This design comes from an exercise in tuning for small area on the open sky130 flow, not from production work. Function was checked by simulation only, so behaviour that the tests miss may differ from the original. No driver is modelled on the clock port, so clock power and skew are understated where the tree is cut down; a real chip needs a root buffer or a tree. Power is estimated from default activity; no workload was simulated.

==> inputs of delta <==
// top
module top(
		o_seg_enb,
		o_seg_dp,
		o_seg,
		o_alarm,
		i_sw0,
		i_sw1,
		i_sw2,
		i_sw3,
		clk,
		rst_n);
output	[5:0]	o_seg_enb	;
output		o_seg_dp	;
output	[6:0]	o_seg		;
output		o_alarm		;
input		i_sw0		;
input		i_sw1		;
input		i_sw2		;
input		i_sw3		;
input		clk		;
input		rst_n		;
reg	[4:0]	c0;
reg	[2:0]	b0;	 
reg	[4:0]	b1;	 
reg	[1:0]	b2;	 
reg		c0_f;
always @(*) begin
	case ({c0[3], c0[1], c0[0], c0[4]})
	4'd0: c0_f = 1'b1;
	4'd1: c0_f = 1'b0;
	4'd2: c0_f = 1'b1;
	4'd3: c0_f = 1'b0;
	4'd4: c0_f = 1'b0;
	4'd5: c0_f = 1'b1;
	4'd6: c0_f = 1'b1;
	4'd7: c0_f = 1'b0;
	4'd8: c0_f = 1'b0;
	4'd9: c0_f = 1'b1;
	4'd10: c0_f = 1'b0;
	4'd11: c0_f = 1'b1;
	4'd12: c0_f = 1'b0;
	4'd13: c0_f = 1'b0;
	4'd14: c0_f = 1'b0;
	4'd15: c0_f = 1'b0;
	endcase
end
wire	c0_w = (c0 == 5'd16);	 
wire	b0_w = (b0 == 3'd7);
wire	b1_w = (b1 == 5'd24);
always @(posedge clk or negedge rst_n) begin
	if (!rst_n) begin
		c0 <= 5'd0; b0 <= 3'd0; b1 <= 5'd0; b2 <= 2'd0;
	end else begin
		c0 <= {c0[3:0], c0_f};
		if (c0_w) begin
			b0 <= b0 + 3'd1;
			if (b0_w) begin
				b1 <= b1_w ? 5'd0 : b1 + 5'd1;
				if (b1_w) b2 <= b2 + 2'd1;
			end
		end
	end
end
wire	c0_0	= (c0 == 5'd0);	 
wire	c0_1	= (c0 == 5'd1);	 
  ...
==> flow/config.mk <==
export PLATFORM = sky130hd
export DESIGN_NAME = top
export DESIGN_NICKNAME = top
export VERILOG_FILES = /design/flow/design.v
export SDC_FILE = /design/flow/constraint.sdc
export NUM_CORES = 4
export LEC_CHECK = 0
export CAP_MARGIN = 20
export CORE_MARGIN = 2
export CORE_UTILIZATION = 70
export SLEW_MARGIN = 20
==> flow/constraint.sdc <==
create_clock -name core_clock -period 20.0 [get_ports {clk}]
set_input_delay 4.0000 -clock core_clock [delete_from_list [all_inputs] [get_ports {clk}]]
set_output_delay 4.0000 -clock core_clock [all_outputs]
set_load 0.01 [all_outputs]
standard.sh (not shown) runs the stock make flow with config.mk's settings and CLKGATE_MAP_FILE= SYNTH_SCRIPT=/design/flow/synth_recipe.tcl, a recipe that flattens the netlist after the stock synthesis.
==> flow/flow/run.sh <==
#!/bin/bash
# Own layout flow: the standard synthesis, then its combinational logic re-mapped
# for area (registers untouched), then the standard layout steps from floorplan on.
set -euo pipefail
W=$PWD
F=$W/flow
R=$W/orfs/results/$FLOW_PLATFORM/top/base
PLAT=$FLOW_HOME/platforms/$FLOW_PLATFORM

bash standard.sh synth > $W/log_1_standard_synth.log 2>&1
cp $R/1_2_yosys.v $W/1_2_yosys.standard.v

printf 'set_driving_cell sky130_fd_sc_hd__buf_1\nset_load 5\n' > $W/abc.constr
export RS_LIB=$PLAT/lib/sky130_fd_sc_hd__tt_025C_1v80.lib
export RS_IN=$W/1_2_yosys.standard.v
export RS_OUT=$W/1_2_yosys.resyn.v
export RS_TOP=$FLOW_TOP
export RS_ABC=$F/area.abc
export RS_CONSTR=$W/abc.constr
export RS_PERIOD_PS=$(python3 -c "print(int(round($FLOW_PERIOD_NS*1000)))")
export RS_DONT_USE="$(sed -n '/DONT_USE_CELLS/,/^$/p' $PLAT/config.mk | grep -o 'sky130_fd_sc_hd__[a-z0-9_]*' | tr '\n' ' ')"
yosys -c $F/resyn.tcl > $W/log_2_resyn.log 2>&1
cp $RS_OUT $R/1_2_yosys.v

bash standard.sh do-1_synth > $W/log_3_synth_odb.log 2>&1
export OWN_FLOW_DIR=$F
export OWN_CLK_SLEW_TARGET=0.105
bash standard.sh \
  "POST_CTS_TCL=$F/post_cts.tcl" \
  "BUFFER_PORTS_ARGS=-buffer_cell sky130_fd_sc_hd__buf_1" \
  "CTS_ARGS=-sink_clustering_enable -repair_clock_nets -dont_use_dummy_load -buf_list sky130_fd_sc_hd__clkbuf_8 -root_buf sky130_fd_sc_hd__clkbuf_8 -sink_clustering_size 40 -sink_clustering_max_diameter 150" \
  finish > $W/log_4_standard_finish.log 2>&1
==> flow/flow/area.abc <==
strash
&get -n
&deepsyn -T 60
&put
dch -f
amap
topo
==> flow/flow/resyn.tcl <==
# Re-map the combinational logic of the standard synthesis netlist for area.
# The flip-flops stay as they are (same instances, names and cell types).
set lib $::env(RS_LIB)
yosys read_liberty -ignore_miss_func $lib
yosys read_verilog $::env(RS_IN)
yosys hierarchy -top $::env(RS_TOP)
yosys blackbox sky130_fd_sc_hd__df*
yosys flatten
yosys delete t:\$scopeinfo
yosys opt -purge
set du {}
foreach c $::env(RS_DONT_USE) { lappend du -dont_use $c }
yosys abc -script $::env(RS_ABC) -liberty $lib {*}$du -constr $::env(RS_CONSTR) -D $::env(RS_PERIOD_PS)
yosys opt_clean -purge
yosys hilomap -singleton -hicell sky130_fd_sc_hd__conb_1 HI -locell sky130_fd_sc_hd__conb_1 LO
yosys splitnets
yosys opt_clean -purge
yosys stat -liberty $lib
yosys write_verilog -noattr -noexpr -nohex -nodec $::env(RS_OUT)
Other scripts of this flow, unchanged in this note and not shown: flow/flow/clk_tree.tcl, flow/flow/post_cts.tcl
==> juniper: changes against delta <==
--- a/flow/design.v
+++ b/flow/design.v
@@ -74,19 +74,21 @@
 wire	p102	= c0_2 & b_4;
 wire	p103	= c0_3 & b_4;
 wire	bz	= (b0 == 3'd0) & (b1 == 5'd0);
 wire	mel_p	= c0_0 & bz & b2[0];		 
 wire	t10000	= c0_0 & bz & (b2 == 2'd2);
 wire	t10001	= c0_1 & bz & (b2 == 2'd2);
-reg	[3:0]	d1, d2;
+reg	[3:0]	d1;
+always @(posedge clk or negedge rst_n) begin
+	if (!rst_n) d1 <= 4'h0;
+	else if (sw_p) d1 <= ~{i_sw3, i_sw2, i_sw1, i_sw0};
+end
+reg	[3:0]	d2;
 reg	[2:0]	d3;	 
-always @(posedge clk or negedge rst_n) begin
-	if (!rst_n) begin
-		d1 <= 4'h0; d2 <= 4'h0; d3 <= 3'h0;
-	end else if (sw_p) begin
-		d1 <= ~{i_sw3, i_sw2, i_sw1, i_sw0};
+always @(posedge clk) begin
+	if (sw_p) begin
 		d2 <= d1;
 		d3 <= {d2[3], d2[1:0]};
 	end
 end
 wire	n2 = d1[2] & ~d2[2];		 
 wire	e0 = d2[0] & ~d3[0];		 
@@ -258,18 +260,40 @@
 		5'd8: th = 4'd9;	 
 		5'd16: th = 4'd8;	 
 		default: th = 4'd8;
 	endcase
 end
 reg	[3:0]	tc;
+reg	[3:0]	tci;
+always @(*) begin
+	case (tc)
+		4'd1: tci = 4'd0;
+		4'd2: tci = 4'd1;
+		4'd3: tci = 4'd4;
+		4'd4: tci = 4'd2;
+		4'd5: tci = 4'd8;
+		4'd6: tci = 4'd5;
+		4'd7: tci = 4'd10;
+		4'd8: tci = 4'd14;
+		4'd9: tci = 4'd3;
+		4'd10: tci = 4'd7;
+		4'd11: tci = 4'd9;
+		4'd12: tci = 4'd13;
+		4'd13: tci = 4'd6;
+		4'd14: tci = 4'd12;
+		4'd15: tci = 4'd11;
+		default: tci = 4'd14;
+	endcase
+end
+wire	hit = (tci >= th);
 always @(posedge clk) begin
-	if (!al) tc <= 4'd15;
-	else if (tc >= th) tc <= 4'd0;
-	else tc <= tc + 4'd1;
+	if (!al) tc <= 4'd8;
+	else if (hit) tc <= 4'd1;
+	else tc <= {tc[2:0], tc[3] ^ tc[2]};
 end
 reg		tone;
 always @(posedge clk or negedge rst_n) begin
 	if (!rst_n) tone <= 1'b0;
-	else if (al && tc >= th) tone <= ~tone;
+	else if (al && hit) tone <= ~tone;
 end
 assign	o_alarm = tone & al & clk_bit;
 endmodule
--- a/flow/flow/run.sh
+++ b/flow/flow/run.sh
@@ -10,20 +10,29 @@
 bash standard.sh synth > $W/log_1_standard_synth.log 2>&1
 cp $R/1_2_yosys.v $W/1_2_yosys.standard.v
 
 printf 'set_driving_cell sky130_fd_sc_hd__buf_1\nset_load 5\n' > $W/abc.constr
 export RS_LIB=$PLAT/lib/sky130_fd_sc_hd__tt_025C_1v80.lib
 export RS_IN=$W/1_2_yosys.standard.v
-export RS_OUT=$W/1_2_yosys.resyn.v
 export RS_TOP=$FLOW_TOP
-export RS_ABC=$F/area.abc
 export RS_CONSTR=$W/abc.constr
 export RS_PERIOD_PS=$(python3 -c "print(int(round($FLOW_PERIOD_NS*1000)))")
 export RS_DONT_USE="$(sed -n '/DONT_USE_CELLS/,/^$/p' $PLAT/config.mk | grep -o 'sky130_fd_sc_hd__[a-z0-9_]*' | tr '\n' ' ')"
-yosys -c $F/resyn.tcl > $W/log_2_resyn.log 2>&1
-cp $RS_OUT $R/1_2_yosys.v
+# one re-mapping per random seed of ABC's &deepsyn, in parallel; keep the smallest
+for S in 1 2 3 4; do
+  sed "s/@SEED@/$S/" $F/area.abc > $W/area_$S.abc
+  ( RS_ABC=$W/area_$S.abc RS_OUT=$W/1_2_yosys.resyn_$S.v \
+      yosys -c $F/resyn.tcl > $W/log_2_resyn_$S.log 2>&1 ) &
+done
+wait
+best=$(for S in 1 2 3 4; do
+  a=$(grep "Chip area for module" $W/log_2_resyn_$S.log | tail -1 | awk '{print $NF}')
+  [ -n "$a" ] && echo "$a $S"
+done | sort -g | head -1 | awk '{print $2}')
+echo "resyn seed $best" > $W/log_2_resyn_choice.log
+cp $W/1_2_yosys.resyn_$best.v $R/1_2_yosys.v
 
 bash standard.sh do-1_synth > $W/log_3_synth_odb.log 2>&1
 export OWN_FLOW_DIR=$F
 export OWN_CLK_SLEW_TARGET=0.105
 bash standard.sh \
   "POST_CTS_TCL=$F/post_cts.tcl" \
==> flow/flow/area.abc (replaced) <==
strash
&get -n
&deepsyn -T 90 -S @SEED@
&put
dch -f
amap
topo
--- a/flow/flow/resyn.tcl
+++ b/flow/flow/resyn.tcl
@@ -1,13 +1,13 @@
 # Re-map the combinational logic of the standard synthesis netlist for area.
 # The flip-flops stay as they are (same instances, names and cell types).
 set lib $::env(RS_LIB)
 yosys read_liberty -ignore_miss_func $lib
 yosys read_verilog $::env(RS_IN)
 yosys hierarchy -top $::env(RS_TOP)
-yosys blackbox sky130_fd_sc_hd__df*
+yosys blackbox sky130_fd_sc_hd__*df*
 yosys flatten
 yosys delete t:\$scopeinfo
 yosys opt -purge
 set du {}
 foreach c $::env(RS_DONT_USE) { lappend du -dont_use $c }
 yosys abc -script $::env(RS_ABC) -liberty $lib {*}$du -constr $::env(RS_CONSTR) -D $::env(RS_PERIOD_PS)
==> results.txt <==
- Of juniper and delta, delta has the higher critical path depth (gap 2).
- Of juniper and delta, delta has the higher maximum frequency (gap about 1.5%, measured against delta).
- Against delta, the global-route usage of juniper is higher by 2.9 points.
- In sequential power, delta and juniper hardly differ.
- In sequential cell count, delta and juniper do not differ.
- Clock skew: delta is lower than juniper (2.5 ps).
In every run of this note, the design's own scripts or RTL, not TritonCTS, make the clock network.

port drivers added, routing unchanged:
The flow's constraints put no driver on any port. The routed layouts listed below were extracted and timed again, unchanged, in two steps.
Step 1 assumes that a clkbuf_16 drives the clock port and a buf_2 every other input.
Step 2 times the ports against the registers' clock, not the clock port: input delays grow and output delays shrink by t, the midpoint of the rising clock arrivals with the driver on.
Three values: no drivers, after step 1, after step 2; two values: the first two.
run	t, ns	slack for setup (ns)	hold WS [ns]	worst setup path at the end	clock arrival spread, ns
delta	0.416	12.387 / 12.359 / 12.775	0.389 / 0.389 / 0.389	register to output	0.019 / 0.019
juniper	0.448	12.273 / 12.244 / 12.692	0.417 / 0.417 / 0.417	register to output	0.022 / 0.022
After both steps setup and hold are still met in every run listed.
